Context: an optimization exercise on an open-source flow, tuned for small area and a short achievable clock period. The choices shown serve that exercise and are no tape-out recipe. Function was checked by simulation only, so behaviour that the tests miss may differ from the original. Power and IR drop assume default switching activity.

## alpha
==> flow/design.v (excerpt) <==
module CPU (
    input  wire clk,
    input  wire rst,
    output wire [15:0] total_instructions,
    output wire [15:0] total_loads,
    output wire [15:0] total_stores,
    output wire [15:0] total_alus,
    output wire [15:0] total_controls,
    output wire [15:0] total_cycles,
    output wire [15:0] total_stall_cycles,
    output reg  done,
    output wire [15:0] imem_addr,
    input  wire [15:0] imem_rdata,
    output wire [15:0] dmem_addr,
    output wire [15:0] dmem_wdata,
    output wire        dmem_we,
    input  wire [15:0] dmem_rdata
);
Size: ~2800 cells after synthesis, ~24000 sq um of cells after synthesis.
==> flow/config.mk <==
export PLATFORM = sky130hd
export DESIGN_NAME = CPU
export DESIGN_NICKNAME = CPU
export VERILOG_FILES = /design/flow/design.v
export SDC_FILE = /design/flow/constraint.sdc
export NUM_CORES = 4
export LEC_CHECK = 0
export ABC_AREA = 1
export CAP_MARGIN = 20
export CORE_MARGIN = 2
export CORE_UTILIZATION = 40
export CTS_BUF_LIST = sky130_fd_sc_hd__clkbuf_16
export CTS_CLUSTER_DIAMETER = 80
export CTS_CLUSTER_SIZE = 24
export PLACE_DENSITY = 0.6
export SETUP_SLACK_MARGIN = 4.7
export SLEW_MARGIN = 20
==> flow/constraint.sdc <==
create_clock -name core_clock -period 7.5 [get_ports {clk}]
set_input_delay 1.5000 -clock core_clock [delete_from_list [all_inputs] [get_ports {clk}]]
set_output_delay 1.5000 -clock core_clock [all_outputs]
set_load 0.01 [all_outputs]
standard.sh (not shown) runs the stock make flow with config.mk's settings and CLKGATE_MAP_FILE= SYNTH_SCRIPT=/design/flow/synth_recipe.tcl, a recipe that flattens the netlist after the stock synthesis.
==> flow/flow/run.sh <==
#!/bin/bash
# The standard layout (standard synthesis, floorplan, placement, CTS,
# routing), with one change: every input and output port is buffered with
# sky130_fd_sc_hd__buf_2 instead of ORFS's default port buffer cell.
set -euo pipefail
export BUFFER_PORTS_ARGS="-buffer_cell sky130_fd_sc_hd__buf_2"
bash standard.sh > standard_flow.log 2>&1
For beta, these inputs were changed with respect to alpha:
--- a/flow/design.v
+++ b/flow/design.v
@@ -16,53 +16,26 @@
                 g[i] = g[i] | (p[i] & g[i-k]);
                 p[i] = p[i] & p[i-k];
             end
     end
     wire [N-1:0] c = {g[N-2:0], cin};
     assign s = (a ^ c) ^ b;
 endmodule
-module BKAdd #(parameter N = 16) (
-    input  wire [N-1:0] a,
-    input  wire [N-1:0] b,
-    output wire [N-1:0] s
-);
-    reg [N-1:0] g, p;
-    integer i, k;
-    always @(*) begin
-        g = a & b;
-        p = a | b;
-        for (k = 1; k < N; k = k * 2)
-            for (i = 2*k - 1; i < N; i = i + 2*k) begin
-                g[i] = g[i] | (p[i] & g[i-k]);
-                p[i] = p[i] & p[i-k];
-            end
-        for (k = N / 4; k >= 1; k = k / 2)
-            for (i = 3*k - 1; i < N; i = i + 2*k) begin
-                g[i] = g[i] | (p[i] & g[i-k]);
-                p[i] = p[i] & p[i-k];
-            end
-    end
-    wire [N-1:0] c = {g[N-2:0], 1'b0};
-    assign s = (a ^ c) ^ b;
-endmodule
 module PrefixInc #(parameter N = 16) (
     input  wire [N-1:0] a,
     input  wire         cin,
     output wire [N-1:0] s
 );
     reg [N-1:0] p;
     integer i, k;
     always @(*) begin
         p = a;
         p[0] = a[0] & cin;
         for (k = 1; k < N; k = k * 2)
-            for (i = 2*k - 1; i < N; i = i + 2*k)
-                p[i] = p[i] & p[i-k];
-        for (k = N / 4; k >= 1; k = k / 2)
-            for (i = 3*k - 1; i < N; i = i + 2*k)
+            for (i = N - 1; i >= k; i = i - 1)
                 p[i] = p[i] & p[i-k];
     end
     assign s = a ^ {p[N-2:0], cin};
 endmodule
 `timescale 1ns/1ps
 module CPU (
     input  wire clk,
@@ -154,30 +127,29 @@
     wire d_and  = (d_byfn & (d_fn == 3'd0)) | d_andi | d_beq | d_bne;
     wire d_add  = (d_byfn & (d_fn == 3'd1)) | d_addi;
     wire d_sub  = d_byfn & (d_fn == 3'd2);
     wire d_sll  = d_byfn & (d_fn == 3'd3);
     wire d_srl  = d_byfn & (d_fn == 3'd4);
     wire d_bim  = d_andi | d_addi;
     wire [15:0] rs_val = (d_rs != 3'd0 && rv[d_rs]) ? rf[d_rs] : 16'b0;
+    wire [15:0] rt_val = (d_rt != 3'd0 && rv[d_rt]) ? rf[d_rt] : 16'b0;
     wire [2:0] n_rd = stall ? id_rd : d_rd;
     wire [2:0] n_rt = stall ? id_rt : d_rt;
-    wire stall_n = stall | (d_lw & ((d_rt == instr[8:6]) | (d_rt == instr[5:3])));
-    wire [15:0] rt_val = (n_rt != 3'd0 && rv[n_rt]) ? rf[n_rt] : 16'b0;
     wire       ns   = ~stall;
     wire exfw   = id_rw & id_rd[0];                 
     wire wbv    = ex_rw & (ex_rd != 3'd0);          
     wire n_a_ex = exfw & (d_rs == 3'd1);
     wire n_a_wb = ~n_a_ex & wbv & (ex_rd == d_rs);
     wire n_f_ex = exfw & (n_rt == 3'd1);
     wire n_f_wb = ~n_f_ex & wbv & (ex_rd == n_rt);
     wire n_bim  = ns & d_bim;
     always @(posedge clk) begin
         id_pc   <= if_pc;
         id_rd1  <= rs_val;
-        id_rd2  <= rt_val;
+        id_rd2  <= stall ? id_rd2 : rt_val;
         id_rd   <= n_rd;
         id_rt   <= n_rt;
         id_fn   <= d_fn;
         id_sxb  <= d_sx & if_ir[5];
         id_a_ex <= n_a_ex;
         id_a_wb <= n_a_wb;
         id_a_r1 <= ~n_a_ex & ~n_a_wb;
@@ -224,15 +196,15 @@
             id_srl  <= ns & d_srl;
             id_f_ex <= n_f_ex;
             id_f_wb <= n_f_wb;
             id_f_r2 <= ~n_f_ex & ~n_f_wb;
         end
     always @(posedge clk or posedge rst)
         if (rst) stall <= 1'b0;
-        else     stall <= stall_n;
+        else     stall <= stall | (d_lw & ((d_rt == instr[8:6]) | (d_rt == instr[5:3])));
     always @(posedge clk or posedge rst)
         if (rst)         rr <= 16'b0;
         else if (d_call) rr <= pc1;
     wire [15:0] imm = {{10{id_sxb}}, id_rt, id_fn};
     wire [15:0] A  = ({16{id_a_ex}} & ex_alu) | ({16{id_a_wb}} & wb_wd)
                    | ({16{id_a_r1}} & id_rd1);
     wire [15:0] B  = ({16{id_b_ex}} & ex_alu) | ({16{id_b_wb}} & wb_wd)
@@ -295,26 +267,25 @@
         dm_rd <= (ex_alu[15:8] == 8'd0) ? dmem_rdata : 16'b0;
         wb_wd <= ex_lw ? dm_rd : ex_alu;
         wb_rd <= ex_rd;
     end
     always @(posedge clk or posedge rst)
         if (rst) wb_we <= 1'b0;
         else     wb_we <= ex_rw & (ex_rd != 3'd0);
-    wire rf_we = wb_we & ~stall_n;
     integer i;
     always @(posedge clk)
         for (i = 1; i < 8; i = i + 1)
-            if (rf_we && wb_rd == i) rf[i] <= wb_wd;
+            if (wb_we && wb_rd == i) rf[i] <= wb_wd;
     always @(posedge clk or posedge rst)
         if (rst) rv <= 7'b0;
         else for (i = 1; i < 8; i = i + 1)
-            if (rf_we && wb_rd == i) rv[i] <= 1'b1;
+            if (wb_we && wb_rd == i) rv[i] <= 1'b1;
     wire        hold = done | stall;
     PrefixInc #(16) u_pc1 (.a(pc), .cin(1'b1), .s(pc1));
-    BKAdd #(16) u_tgt (.a(ex_x), .b(imm), .s(tgt));
+    PrefixAdd #(16) u_tgt (.a(ex_x), .b(imm), .cin(1'b0), .s(tgt));
     wire [15:0] base = hold     ? pc
                      : ex_fortk ? ex_x
                      : ex_jmp   ? {ex_x[15:9], ex_alu[8:0]}
                      : ex_call  ? ex_alu
                      : ex_ret   ? rr
                      : pc1;
     wire [15:0] pc_nz = (~hold & ex_bne) ? tgt : base;
--- outcome ---
Having completed the whole flow, beta delivered a layout that passed the timing, DRC and antenna checks.
Summary — peak clock frequency supported by timing, beta relative to alpha: higher, by about 3%.
Fraction of registers with async set/reset: alpha vs beta identical
Cmp beta vs alpha: clock power higher in beta
Of alpha and beta, alpha shows the higher amount of wire on met2 after detailed routing, with beta below it.
Compared with alpha, beta shows a lower minimum period implied by the final worst setup slack.
Against alpha, number of clock-tree buffers in the layout in beta rose by a few percent.
After detailed routing, alpha needs more wire than beta.
Looking at global-route usage across alpha and beta, the one that comes out higher is alpha.
On first-pass GRT wire length, the lower figure sits with beta, not alpha.
beta against alpha; static leakage power is down slightly.

-- afterwards: timing with drivers on the ports --
No port has a modelled driver above. Below, the same layouts with a new extraction and two added sets of constraints. Step 1: set_driving_cell puts a clkbuf_16 on clk and a buf_2 on each other input, an assumption about the parent block. Step 2 moves the port delays by t, midway between the first and last clock arrival at a register: inputs arrive t later, outputs are due t later. That takes back most of the time a late clock gives input paths. Slacks: no drivers / after step 1 / after step 2; pairs: no drivers / after step 1.
run | t (ns) | setup WS [ns] | worst data-port slew with drivers (ns)
alpha | 0.682 | 4.599 / 4.573 / 4.536 | 0.07
beta | 0.679 | 4.683 / 4.613 / 4.452 | 0.03
After both steps setup and hold are still met in every run listed. For beta, which loses most, drivers alone change the setup slack by -0.070 ns; drivers and shift together by -0.231 ns. Setup slack includes reset recovery checks.
